Context: an optimization exercise on an open-source flow, tuned for small area. The choices shown serve that exercise and are no tape-out recipe.
Only simulation tests tie the RTL to the original design; equivalence was not proved.

==> job 8665: inputs <==
==> flow/design.v (excerpt) <==
module neural_compressor_top
(
    input  logic        clk,
    input  logic        rst_n,
    input  logic [DATA_WIDTH-1:0]   s_axis_tdata,
    input  logic                    s_axis_tvalid,
    output logic                    s_axis_tready,
    input  logic                    s_axis_tlast,
    output logic [DATA_WIDTH-1:0]   m_axis_tdata,
    output logic [1:0]              m_axis_tuser,   
    output logic                    m_axis_tvalid,
    input  logic                    m_axis_tready,
    output logic                    m_axis_tlast,
    input  logic [DATA_WIDTH-1:0]   cfg_threshold,
    input  logic                    cfg_enable,
    output neural_compressor_pkg::compress_stats_t         stats,
    output logic [15:0]             spike_count
);
==> module spike_detector, before the edit <==
module spike_detector
(
    input  logic                    clk,
    input  logic                    rst_n,
    input  logic [DATA_WIDTH-1:0]   data_in,
    input  logic                    valid_in,
    output logic                    spike_detected,
    output logic                    valid_out,
    input  logic                    ready_in,
    input  logic [DATA_WIDTH-1:0]   threshold,
    output logic [15:0]             spike_count
);
    logic [4:0] cnt;
    logic       window_full;
    logic       spike_flag;
    wire take = valid_in & ready_in;
    wire        neg = data_in[DATA_WIDTH-1];
    wire [31:0] mag = data_in ^ {32{neg}};
    logic [32:0] cmp;
    assign cmp[0] = neg;
    for (genvar i = 0; i < 32; i++) begin : g_cmp
        assign cmp[i+1] = (mag[i] & ~threshold[i]) | (cmp[i] & (mag[i] | ~threshold[i]));
    end
    wire threshold_exceeded = cmp[32];
    wire refractory = window_full & (cnt[3:0] != 4'd0);
    wire detect = window_full & (cnt[3:0] == 4'd0) & threshold_exceeded;
    wire inc = take & ~window_full;
    wire dec = take & refractory;
    wire hit = take & detect;
    always_ff @(posedge clk or negedge rst_n) begin
        if (!rst_n) begin
            cnt <= '0;
            window_full <= '0;
            spike_count <= '0;
            spike_flag <= '0;
            spike_detected <= '0;
            valid_out <= '0;
        end else begin
            valid_out <= take | (valid_out & valid_in & ~ready_in);
            spike_flag <= hit;
            if (take) spike_detected <= spike_flag;
            window_full <= window_full | (inc & (cnt == 5'd31));
            cnt <= hit ? 5'd8 : cnt + {{4{dec}}, dec | inc};
            spike_count <= spike_count + {15'd0, hit};
        end
    end
endmodule
export LEC_CHECK = 0
export CAP_MARGIN = 20
export CORE_MARGIN = 2
export CORE_UTILIZATION = 80
export SLEW_MARGIN = 20
create_clock -name core_clock -period 120.0 [get_ports {clk}]
standard.sh (not shown) runs the stock make flow with config.mk's settings and CLKGATE_MAP_FILE= SYNTH_SCRIPT=/design/flow/synth_recipe.tcl, a recipe that flattens the netlist after the stock synthesis.
==> flow/flow/run.sh <==
#!/bin/bash
# Layout flow: the standard ORFS flow (standard.sh: standard synthesis,
# floorplan, placement, CTS, routing), with two changes:
#  - the I/O port buffers are the smallest buffer cell;
#  - the clock tree uses large leaf clusters of clkbuf_16 (clkbuf_8 above
#    them) and no dummy loads.
# ORFS keeps each step's full log under orfs/logs/; make's own output, and the
# final DEF export's, goes to make_flow.log here.
set -euo pipefail
export BUFFER_PORTS_ARGS="-buffer_cell sky130_fd_sc_hd__buf_1"
export CTS_ARGS="-sink_clustering_enable -repair_clock_nets -buf_list sky130_fd_sc_hd__clkbuf_16 -root_buf sky130_fd_sc_hd__clkbuf_8 -tree_buf sky130_fd_sc_hd__clkbuf_8 -sink_clustering_size 26 -sink_clustering_max_diameter 85 -dont_use_dummy_load"
bash standard.sh > make_flow.log 2>&1
==> job 9789 (differences from job 8665) <==
--- a/flow/design.v
+++ b/flow/design.v
@@ -570,5 +570,2 @@
     wire detect = window_full & (cnt[3:0] == 4'd0) & threshold_exceeded;
-    wire inc = take & ~window_full;
-    wire dec = take & refractory;
-    wire hit = take & detect;
     always_ff @(posedge clk or negedge rst_n) begin
@@ -583,7 +580,15 @@
             valid_out <= take | (valid_out & valid_in & ~ready_in);
-            spike_flag <= hit;
-            if (take) spike_detected <= spike_flag;
-            window_full <= window_full | (inc & (cnt == 5'd31));
-            cnt <= hit ? 5'd8 : cnt + {{4{dec}}, dec | inc};
-            spike_count <= spike_count + {15'd0, hit};
+            spike_flag <= take & detect;
+            if (take) begin
+                spike_detected <= spike_flag;
+                if (!window_full) begin
+                    cnt <= cnt + 5'd1;
+                    window_full <= (cnt == 5'd31);
+                end else if (refractory) begin
+                    cnt <= cnt - 5'd1;
+                end else if (detect) begin
+                    cnt <= 5'd8;
+                end
+                if (detect) spike_count <= spike_count + 16'd1;
+            end
         end
==> flow/flow/run.sh (replaced) <==
#!/bin/bash
# Layout flow: the standard ORFS flow (standard.sh: standard synthesis,
# floorplan, placement, CTS, routing), with two changes:
#  - the I/O port buffers are the smallest buffer cell;
#  - the clock tree uses large leaf clusters of clkbuf_16 and no dummy loads.
# ORFS keeps each step's full log under orfs/logs/; make's own output, and the
# final DEF export's, goes to make_flow.log here.
set -euo pipefail
export BUFFER_PORTS_ARGS="-buffer_cell sky130_fd_sc_hd__buf_1"
export CTS_ARGS="-sink_clustering_enable -repair_clock_nets -buf_list sky130_fd_sc_hd__clkbuf_16 -sink_clustering_size 24 -sink_clustering_max_diameter 80 -dont_use_dummy_load"
bash standard.sh > make_flow.log 2>&1
- CORE_UTILIZATION: 80 -> 75
==> notes <==
Maximum frequency: job 9789 is larger than job 8665 (about 0.27%).
Against job 9789, the non-clock buffer count of job 8665 is higher by 2.
Against job 8665, the clock skew of job 9789 is lower by 0.0062 ns.
Between job 9789 and job 8665, the lower count of clock-buffer cells in the layout is in job 8665 (gap 1).
In job 8665 the hold slack is higher than in job 9789, by 0.0062 ns.
Between job 9789 and job 8665, the lower critical path depth is in job 8665 (gap 2).
Between job 9789 and job 8665, the lower first-iteration DRC count is in job 8665 (gap about 1.7%, measured against job 8665).
Between job 8665 and job 9789, the lower routed wire length is in job 9789 (gap 3.5%, measured against job 9789).
==> figures <==
| quantity | job 9789 | job 8665 |
|---|---|---|
| Worst slew margin relative to its limit | 29.42% | 42.96% |
| Final critical-path share of the clock period | 24.72% | 24.79% |
| Initial antenna violation count | 2 | 1 |
| Maximum achievable frequency | 33.70 MHz | 33.61 MHz |
| TritonCTS Buffers | 20 | 19 |
| Cell row count | 56 | 54 |
| Layout Skew | 0.01627 ns | 0.02246 ns |
| Utilization after layout | 82.24% | 87.67% |
| Measured slew at the worst slew-check pin | 1.059 ns | 0.8555 ns |
| Run status | no timing/DRC/antenna violations | no timing/DRC/antenna violations |
| Worst min-delay path startpoint | u_filter.s2[11] | u_filter.s4[24] |
| Share of post-route cells with drive strength above 1 | 3.228% | 3.342% |
| Detailed router's first-iteration violation count | 1174 | 1154 |
| Minimum setup slack after placement | 89.73 ns | 89.61 ns |
| WHS Endpoint | u_filter.s2[7] | u_filter.s4[20] |
| Post-synthesis sequential area ratio | 58.87% | 59.18% |
| Compound-cell area share of the yosys netlist | 6.330% | 6.405% |
| Clock Latency Late Sink | 0.53 ns | 0.61 ns |
| Core Region | 0.02354 sq mm | 0.02189 sq mm |
| Worst-case reg-to-reg path depth | 23 | 22 |

-- what the ideal ports hide --
In the flow no input, the clock included, has a driving cell. The finished layouts below were timed again as built, in two steps.
Step 1: set_driving_cell puts a clkbuf_16 on clk and a buf_2 on each other input, an assumption about the parent block.
Step 2 adds t to the input delays and takes it off the output delays; t is the mean of the earliest and latest rising clock arrival at the registers after step 1. Input paths then give back, and output paths get back, about the clock's delay inside the block.
a / b / c = ideal ports / drivers / drivers and shift; a / b = the first two.
run | shift t [ns] | setup WS [ns] | hold WS [ns] | worst setup path after step 2 | pins driven straight from the clock port
job 8665 | 0.645 | 90.250 / 90.267 / 89.623 | 0.422 / 0.422 / 0.422 | input to register | 1
job 9789 | 0.570 | 90.331 / 90.352 / 89.783 | 0.416 / 0.416 / 0.416 | input to register | 1
After both steps setup and hold are still met in every run listed. For job 8665, which loses most, drivers alone change the setup slack by +0.017 ns; drivers and shift together by -0.627 ns.
